Source: an optimization exercise on an open RTL-to-GDS flow (aim: small area). Production flows keep margins and buffers that such runs may drop. The RTL was checked by simulation tests, not by an equivalence proof against the original design. Power is estimated from default activity; no workload was simulated.

==> run M <==
==> flow/design.v <==
`default_nettype none
module ChipInterface
  (output logic [6:0] HEX7, HEX6,
  output logic [7:0] LEDG,
  input logic [17:0] SW,
  input logic [3:0] KEY,
  input logic CLOCK_50);
  logic [1:0] act_a, act_s;
  always_ff @(posedge CLOCK_50) begin
    act_a <= {~(KEY[2] & KEY[1]), (KEY[2] & KEY[1]) ? ~KEY[0] : KEY[2]};
    act_s <= act_a;
  end
  logic force_s, y_s;
  assign force_s = act_s[1];
  assign y_s = act_s[0];
  function automatic logic [2:0] corner_code(input logic [3:0] v);
    corner_code[2] = (v == 4'd2) | (v == 4'd4) | (v == 4'd6) | (v == 4'd8);
    corner_code[1] = v[3] | (v[2] & v[1]);    
    corner_code[0] = v[3] | ~v[2];            
  endfunction
  function automatic logic [2:0] edge_code(input logic [3:0] v);
    edge_code[2] = (v == 4'd1) | (v == 4'd3) | (v == 4'd7) | (v == 4'd9);
    edge_code[1] = v[3] | v[2];               
    edge_code[0] = ~v[1];                     
  endfunction
  logic [2:0] c1, c3, e2, e4, e6;
  logic m5;
  logic [3:0] n7, n8, n9;
  logic [3:0] entry, sel;
  assign entry = SW[3:0];
  assign sel = SW[7:4];
  logic [2:0] entry_c, entry_e;
  assign entry_c = corner_code(entry);
  assign entry_e = edge_code(entry);
  always_ff @(posedge CLOCK_50) begin
    if (force_s) begin
      if (y_s) begin
        c1 <= corner_code(4'd8);
        e2 <= edge_code(4'd1);
        c3 <= corner_code(4'd6);
        e4 <= edge_code(4'd3);
        m5 <= 1'b1;
        e6 <= edge_code(4'd7);
        n7 <= 4'd4;
        n8 <= 4'd9;
        n9 <= 4'd2;
      end
      else begin
        c1 <= {1'b0, corner_code(4'd8) & 2'b11};
        e2 <= {1'b0, edge_code(4'd1) & 2'b11};
        c3 <= {1'b0, corner_code(4'd6) & 2'b11};
        e4 <= {1'b0, edge_code(4'd3) & 2'b11};
        m5 <= 1'b0;
        e6 <= {1'b0, edge_code(4'd7) & 2'b11};
        n7 <= 4'd0;
        n8 <= 4'd0;
        n9 <= 4'd0;
      end
    end
    else if (y_s) begin
      case (sel)
        4'd1: c1 <= entry_c;
        4'd2: e2 <= entry_e;
        4'd3: c3 <= entry_c;
        4'd4: e4 <= entry_e;
        4'd5: m5 <= (entry == 4'd5);
        4'd6: e6 <= entry_e;
        4'd7: n7 <= entry;
        4'd8: n8 <= entry;
        4'd9: n9 <= entry;
        default: ;
      endcase
    end
  end
  function automatic logic [2:0] corner_class(input logic [3:0] v);
    case (v)
      4'd2: corner_class = 3'b101;
      4'd4: corner_class = 3'b100;
      4'd6: corner_class = 3'b110;
      4'd8: corner_class = 3'b111;
      default: corner_class = 3'b000;
    endcase
  endfunction
  function automatic logic [2:0] edge_class(input logic [3:0] v);
    case (v)
      4'd1: edge_class = 3'b101;
      4'd3: edge_class = 3'b100;
      4'd7: edge_class = 3'b110;
      4'd9: edge_class = 3'b111;
      default: edge_class = 3'b000;
    endcase
  endfunction
  logic [2:0] c7, c9, e8;
  assign c7 = corner_class(n7);
  assign c9 = corner_class(n9);
  assign e8 = edge_class(n8);
  logic s1, g1, s3, g3;
  assign {s1, g1} = c1[1:0];
  assign {s3, g3} = c3[1:0];
  logic [1:0] want2, want4;
  assign want2 = {~(g1 ? s1 : s3), ~(s1 ^ s3)};
  assign want4 = {~(g1 ? s1 : ~s3), s1 ^ s3};
  logic it_is_magic;
  assign it_is_magic = m5 & c1[2] & c3[2] & (g1 != g3)
                     & (c9 == {1'b1, ~s1, g1})
                     & (c7 == {1'b1, ~s3, g3})
                     & (e2 == {1'b1, want2})
                     & (e8 == {1'b1, ~want2[1], want2[0]})
                     & (e4 == {1'b1, want4})
                     & (e6 == {1'b1, ~want4[1], want4[0]});
  assign LEDG = {8{it_is_magic}};
  function automatic logic [4:0] bcd_add(input logic [3:0] a, b);
    logic [3:0] t;
    logic c, ge10;
    c = 1'b0;
    for (int i = 0; i < 4; i++) begin
      t[i] = a[i] ^ b[i] ^ c;
      c = (a[i] & b[i]) | (c & (a[i] ^ b[i]));
    end
    ge10 = c | (t[3] & (t[2] | t[1]));
    if (ge10) bcd_add = {1'b1, t[3] ^ (t[2] | t[1]), ~(t[2] ^ t[1]), ~t[1], t[0]};
    else bcd_add = {1'b0, t};
  endfunction
  function automatic logic [6:0] seg7(input logic [3:0] d);
    case (d)
      4'd0: seg7 = 7'b100_0000;
      4'd1: seg7 = 7'b111_1001;
      4'd2: seg7 = 7'b010_0100;
      4'd3: seg7 = 7'b011_0000;
      4'd4: seg7 = 7'b001_1001;
      4'd5: seg7 = 7'b001_0010;
      4'd6: seg7 = 7'b000_0010;
      4'd7: seg7 = 7'b111_1000;
      4'd8: seg7 = 7'b000_0000;
      4'd9: seg7 = 7'b001_1000;
      default: seg7 = 7'b111_1111;
    endcase
  endfunction
  logic [4:0] s98, s987;
  assign s98 = bcd_add(n9, n8);
  assign s987 = bcd_add(s98[3:0], n7);
  assign HEX6 = seg7(s987[3:0]);
  assign HEX7 = seg7({2'b00, s98[4] & s987[4], s98[4] ^ s987[4]});
endmodule
==> flow/flow/run.sh <==
#!/bin/bash
# Own layout flow: the standard flow, with
#  - synthesis mapped by several area-oriented abc scripts (flow/cand*.abc), keeping the
#    smallest mapping, and no adder-cell extraction; registers are mapped exactly as in the
#    standard synthesis, before abc runs,
#  - port buffers made of buf_1 cells,
#  - clock tree synthesis without dummy loads, with clkbuf_4 buffers.
set -euo pipefail
W=$PWD
export ADDER_MAP_FILE=
export OWN_ABC_DIR=$W/flow
export BUFFER_PORTS_ARGS="-buffer_cell sky130_fd_sc_hd__buf_1"
export CTS_ARGS="-sink_clustering_enable -repair_clock_nets -dont_use_dummy_load -buf_list sky130_fd_sc_hd__clkbuf_4"
cat flow/abc_override.tcl synth_recipe.tcl > own_synth.tcl
sed "s#SYNTH_SCRIPT=[^ ']*#SYNTH_SCRIPT=$W/own_synth.tcl#" standard.sh > own_standard.sh
grep -q "SYNTH_SCRIPT=$W/own_synth.tcl" own_standard.sh
bash own_standard.sh > own_flow.log 2>&1
==> flow/flow/abc_override.tcl <==
# Map with several area-oriented abc scripts (flow/cand*.abc) in place of ORFS's speed script,
# without a delay target, and keep the mapping with the smallest cell area.
proc abc {args} {
  set i [lsearch -exact $args -D]
  if { $i >= 0 } {
    set args [lreplace $args $i [expr { $i + 1 }]]
  }
  set si [lsearch -exact $args -script]
  set lib [lindex $args [expr { [lsearch -exact $args -liberty] + 1 }]]
  yosys design -save own_pre_abc
  set best ""
  foreach script [lsort [glob $::env(OWN_ABC_DIR)/cand*.abc]] {
    yosys design -load own_pre_abc
    lset args [expr { $si + 1 }] $script
    yosys abc {*}$args
    set out [yosys tee -q -s result.string stat -liberty $lib]
    regexp {Chip area for module[^:]*:\s*([0-9.]+)} $out -> area
    puts "abc candidate $script: area $area"
    if { $best eq "" || $area < $best } {
      set best $area
      yosys design -save own_best_abc
    }
  }
  yosys design -load own_best_abc
  puts "abc best area: $best"
}
==> flow/flow/cand09.abc <==
strash
dch -f
amap
topo
==> flow/standard.sh <==
#!/bin/bash
# synth_recipe.tcl (not shown) runs the flow's synth.tcl, then flattens the netlist and writes it again
# the make line also repeats each setting of config.mk as NAME=value (left out here)
make -C /OpenROAD-flow-scripts/flow DESIGN_CONFIG=/design/flow/config.mk WORK_HOME=/design/flow/orfs CLKGATE_MAP_FILE= SYNTH_SCRIPT=/design/flow/synth_recipe.tcl "${@:-finish}"
==> flow/config.mk <==
export PLATFORM = sky130hd
export DESIGN_NAME = ChipInterface
export DESIGN_NICKNAME = ChipInterface
export VERILOG_FILES = /design/flow/design.v
export SDC_FILE = /design/flow/constraint.sdc
export NUM_CORES = 4
export LEC_CHECK = 0
export CAP_MARGIN = 20
export CORE_MARGIN = 2
export CORE_UTILIZATION = 40
export SLEW_MARGIN = 20
==> flow/constraint.sdc <==
create_clock -name core_clock -period 12.0 [get_ports {CLOCK_50}]
set_input_delay 2.4000 -clock core_clock [delete_from_list [all_inputs] [get_ports {CLOCK_50}]]
set_output_delay 2.4000 -clock core_clock [all_outputs]
set_load 0.01 [all_outputs]
==> run G (differences from run M) <==
==> flow/flow/run.sh (replaced) <==
#!/bin/bash
# Own layout flow: the standard flow, with
#  - synthesis mapped for area: ORFS's synthesis (synth_recipe.tcl) is run four times in
#    parallel, each trying eight area-oriented abc scripts (written to abc_cands/) in place of ORFS's
#    speed script and without adder-cell extraction; the smallest mapping found is then used
#    by the layout's own synthesis run. Registers are mapped exactly as in the standard
#    synthesis, before abc runs.
#  - port buffers made of buf_1 cells,
#  - clock tree synthesis without dummy loads, with clkbuf_4 buffers.
# Each tool's output goes to a log file in this folder (explore_N.log, own_flow.log) and to
# ORFS's own logs under orfs*/logs.
set -euo pipefail
W=$PWD
export ADDER_MAP_FILE=
export BUFFER_PORTS_ARGS="-buffer_cell sky130_fd_sc_hd__buf_1"
export CTS_ARGS="-sink_clustering_enable -repair_clock_nets -dont_use_dummy_load -buf_list sky130_fd_sc_hd__clkbuf_4"
cat flow/abc_override.tcl synth_recipe.tcl > own_synth.tcl
# the abc scripts tried: deepsyn with 32 seeds, then amap or (every fourth) nf mapping
mkdir -p abc_cands
for k in $(seq 0 31); do
  f=abc_cands/c$(printf %02d $k).abc
  if (( k % 4 == 3 )); then
    printf 'strash\n&get -n\n&st\n&deepsyn -T 5 -S %d\n&dch -f\n&nf -R 1000\n&put\ntopo\n' $k > $f
  else
    printf 'strash\n&get -n\n&st\n&deepsyn -T 5 -S %d\n&put\ndch -f\namap\ntopo\n' $k > $f
  fi
done
SYNTH_ARG="SYNTH_SCRIPT=$W/own_synth.tcl"
sed "s#SYNTH_SCRIPT=[^ ']*#$SYNTH_ARG#" standard.sh > own_standard.sh
grep -q "$SYNTH_ARG" own_standard.sh
# exploration: four synthesis runs in their own ORFS work folders
pids=()
for n in 0 1 2 3; do
  mkdir -p explore_$n
  sed "s#WORK_HOME=[^ ']*#WORK_HOME=$W/explore_$n/orfs#" own_standard.sh > explore_$n/standard.sh
  cands=""
  for k in $(seq $n 4 31); do cands="$cands $W/abc_cands/c$(printf %02d $k).abc"; done
  ( export OWN_ABC_MODE=explore OWN_ABC_CANDS="$cands" OWN_ABC_OUT=$W/explore_$n
    bash explore_$n/standard.sh synth > explore_$n.log 2>&1 ) &
  pids+=($!)
done
for p in "${pids[@]}"; do wait $p || true; done
best=""
best_area=""
for n in 0 1 2 3; do
  [[ -f explore_$n/best.txt && -f explore_$n/best.il ]] || continue
  a=$(cat explore_$n/best.txt)
  if [[ -z "$best" ]] || python3 -c "import sys; sys.exit(0 if float('$a') < float('$best_area') else 1)"; then
    best=$W/explore_$n/best.il
    best_area=$a
  fi
done
echo "best mapping: $best ($best_area)" > own_choice.log
if [[ -n "$best" ]]; then
  export OWN_ABC_MODE=replay OWN_ABC_BEST=$best
else
  export OWN_ABC_MODE=explore OWN_ABC_CANDS="$W/abc_cands/c00.abc" OWN_ABC_OUT=$W
fi
bash own_standard.sh > own_flow.log 2>&1
==> flow/flow/abc_override.tcl (replaced) <==
# Technology mapping for area. ORFS's synthesis calls abc once, after the registers are mapped;
# this replaces that call.
#  explore mode (OWN_ABC_MODE=explore): map with each abc script in OWN_ABC_CANDS (area-oriented,
#    no delay target), keep the mapping with the smallest cell area, and save it with its area
#    to OWN_ABC_OUT/best.il and OWN_ABC_OUT/best.txt.
#  replay mode (OWN_ABC_MODE=replay): load the mapping saved in OWN_ABC_BEST in place of abc.
proc abc {args} {
  if { $::env(OWN_ABC_MODE) eq "replay" } {
    puts "abc replay: $::env(OWN_ABC_BEST)"
    yosys design -reset
    yosys read_rtlil $::env(OWN_ABC_BEST)
    return
  }
  set i [lsearch -exact $args -D]
  if { $i >= 0 } {
    set args [lreplace $args $i [expr { $i + 1 }]]
  }
  set si [lsearch -exact $args -script]
  set lib [lindex $args [expr { [lsearch -exact $args -liberty] + 1 }]]
  yosys design -save own_pre_abc
  set best ""
  foreach script $::env(OWN_ABC_CANDS) {
    yosys design -load own_pre_abc
    lset args [expr { $si + 1 }] $script
    yosys abc {*}$args
    set out [yosys tee -q -s result.string stat -liberty $lib]
    regexp {Chip area for module[^:]*:\s*([0-9.]+)} $out -> area
    puts "abc candidate $script: area $area"
    if { $best eq "" || $area < $best } {
      set best $area
      yosys design -save own_best_abc
    }
  }
  yosys design -load own_best_abc
  yosys write_rtlil $::env(OWN_ABC_OUT)/best.il
  set f [open $::env(OWN_ABC_OUT)/best.txt w]
  puts $f $best
  close $f
  puts "abc best area: $best"
}
removed: flow/flow/cand09.abc
==> run H (differences from run M) <==
--- a/flow/design.v
+++ b/flow/design.v
@@ -14,14 +14,22 @@
   assign force_s = act_s[1];
   assign y_s = act_s[0];
   function automatic logic [2:0] corner_code(input logic [3:0] v);
-    corner_code[2] = (v == 4'd2) | (v == 4'd4) | (v == 4'd6) | (v == 4'd8);
-    corner_code[1] = v[3] | (v[2] & v[1]);    
-    corner_code[0] = v[3] | ~v[2];            
+    case (v)
+      4'd2: corner_code = 3'b101;
+      4'd4: corner_code = 3'b100;
+      4'd6: corner_code = 3'b110;
+      4'd8: corner_code = 3'b111;
+      default: corner_code = 3'b000;
+    endcase
   endfunction
   function automatic logic [2:0] edge_code(input logic [3:0] v);
-    edge_code[2] = (v == 4'd1) | (v == 4'd3) | (v == 4'd7) | (v == 4'd9);
-    edge_code[1] = v[3] | v[2];               
-    edge_code[0] = ~v[1];                     
+    case (v)
+      4'd1: edge_code = 3'b101;
+      4'd3: edge_code = 3'b100;
+      4'd7: edge_code = 3'b110;
+      4'd9: edge_code = 3'b111;
+      default: edge_code = 3'b000;
+    endcase
   endfunction
   logic [2:0] c1, c3, e2, e4, e6;
   logic m5;
@@ -46,12 +54,12 @@
         n9 <= 4'd2;
       end
       else begin
-        c1 <= {1'b0, corner_code(4'd8) & 2'b11};
-        e2 <= {1'b0, edge_code(4'd1) & 2'b11};
-        c3 <= {1'b0, corner_code(4'd6) & 2'b11};
-        e4 <= {1'b0, edge_code(4'd3) & 2'b11};
+        c1 <= 3'b000;
+        e2 <= 3'b000;
+        c3 <= 3'b000;
+        e4 <= 3'b000;
         m5 <= 1'b0;
-        e6 <= {1'b0, edge_code(4'd7) & 2'b11};
+        e6 <= 3'b000;
         n7 <= 4'd0;
         n8 <= 4'd0;
         n9 <= 4'd0;
@@ -72,28 +80,10 @@
       endcase
     end
   end
-  function automatic logic [2:0] corner_class(input logic [3:0] v);
-    case (v)
-      4'd2: corner_class = 3'b101;
-      4'd4: corner_class = 3'b100;
-      4'd6: corner_class = 3'b110;
-      4'd8: corner_class = 3'b111;
-      default: corner_class = 3'b000;
-    endcase
-  endfunction
-  function automatic logic [2:0] edge_class(input logic [3:0] v);
-    case (v)
-      4'd1: edge_class = 3'b101;
-      4'd3: edge_class = 3'b100;
-      4'd7: edge_class = 3'b110;
-      4'd9: edge_class = 3'b111;
-      default: edge_class = 3'b000;
-    endcase
-  endfunction
   logic [2:0] c7, c9, e8;
-  assign c7 = corner_class(n7);
-  assign c9 = corner_class(n9);
-  assign e8 = edge_class(n8);
+  assign c7 = corner_code(n7);
+  assign c9 = corner_code(n9);
+  assign e8 = edge_code(n8);
   logic s1, g1, s3, g3;
   assign {s1, g1} = c1[1:0];
   assign {s3, g3} = c3[1:0];
==> flow/flow/run.sh (replaced) <==
#!/bin/bash
# Own layout flow: the standard flow, with
#  - synthesis mapped by an area-oriented abc script and no adder-cell extraction
#    (registers are mapped exactly as in the standard synthesis, before abc),
#  - port buffers made of buf_1 cells,
#  - clock tree synthesis without dummy loads.
set -euo pipefail
W=$PWD
export ADDER_MAP_FILE=
export AREA_ABC_SCRIPT=$W/flow/area.abc
export BUFFER_PORTS_ARGS="-buffer_cell sky130_fd_sc_hd__buf_1"
export CTS_ARGS="-repair_clock_nets -dont_use_dummy_load -buf_list sky130_fd_sc_hd__clkbuf_8 -root_buf sky130_fd_sc_hd__clkbuf_8"
cat flow/abc_override.tcl synth_recipe.tcl > own_synth.tcl
sed "s#SYNTH_SCRIPT=[^ ']*#SYNTH_SCRIPT=$W/own_synth.tcl#" standard.sh > own_standard.sh
grep -q "SYNTH_SCRIPT=$W/own_synth.tcl" own_standard.sh
bash own_standard.sh > own_flow.log 2>&1
==> flow/flow/abc_override.tcl (replaced) <==
# Run Yosys's abc with an area-oriented script (flow/area.abc) in place of ORFS's speed script.
proc abc {args} {
  set i [lsearch -exact $args -script]
  if { $i >= 0 } {
    lset args [expr { $i + 1 }] $::env(AREA_ABC_SCRIPT)
  }
  yosys abc {*}$args
}
==> flow/flow/area.abc (new file) <==
strash
&get -n
&st
&dch -f
&nf -R 1000
&put
topo
removed: flow/flow/cand09.abc
==> run notes <==
| metric | run M | run G | run H |
|---|---|---|---|
| Outcome | no timing/DRC/antenna violations | no timing/DRC/antenna violations | no timing/DRC/antenna violations |
| Switching Fraction | 0.380 | 0.362 | 0.433 |
| Number of distinct library cells after synthesis | 33 | 30 | 35 |
| Overall die width | 73.0 um | 71.1 um | 73.7 um |
| Power consumed by sequential cells | 134 uW | 134 uW | 140 uW |
| Most common cell in the netlist | clkinv_1 | clkinv_1 | edfxtp_1 |
| Area added between synthesis and finish | 7.49% | 7.77% | 9.27% |
| Post-layout minimum cycle time | 7370 ps | 8050 ps | 6890 ps |
| FF-to-FF path depth | 4 | 4 | 3 |
| Slack of the critical path | 4630 ps | 3950 ps | 5110 ps |
| Longest individual stage delay on the worst path | 390 ps | 510 ps | 470 ps |
| Clock transition at the registers of the reported paths | 70 ps | 90 ps | 60 ps |
| Worst flop-to-flop path endpoint | e6[2] | e2[2] | e4[2] |
| Number of cells in the finished layout apart from fillers | 301 | 291 | 286 |
| LEAKAGE | 0.684 nW | 0.665 nW | 0.767 nW |
| Layout Skew | 16.8 ps | 20.6 ps | 11.8 ps |
| CTS Root Buffer Type | clkbuf_4 | clkbuf_4 | clkbuf_8 |
| Total combinational power | 119 uW | 107 uW | 242 uW |
| Number of well taps | 54 | 52 | 54 |
| Met3 Track Usage GR | 0.0290 | 0.0256 | 0.0302 |
| Proportion of cell area occupied by multi-input gates | 0.379 | 0.346 | 0.417 |
| Effective utilization at floorplan | 0.408 | 0.414 | 0.414 |
| Syn_nets | 244 | 236 | 229 |

[separate check: timing with driven ports]
The results above use ideal ports. As a check the final layouts listed here were re-extracted and re-timed, cells and wires unchanged.
Step 1: set_driving_cell puts a clkbuf_16 on CLOCK_50 and a buf_2 on each other input, an assumption about the parent block.
Step 2 also shifts input and output timing later by t, the mid clock arrival at the registers, as if the neighbouring blocks saw the same clock.
Slacks: ideal / step 1 / step 2; pairs: ideal / step 1.
run | shift t [ns] | setup slack, ns | clock arrival spread, ns
run M | 0.339 | 4.629 / 4.609 / 4.947 | 0.017 / 0.017
run G | 0.336 | 3.945 / 3.926 / 4.261 | 0.021 / 0.021
run H | 0.294 | 5.112 / 5.088 / 5.382 | 0.012 / 0.012
After both steps setup and hold are still met in every run listed.
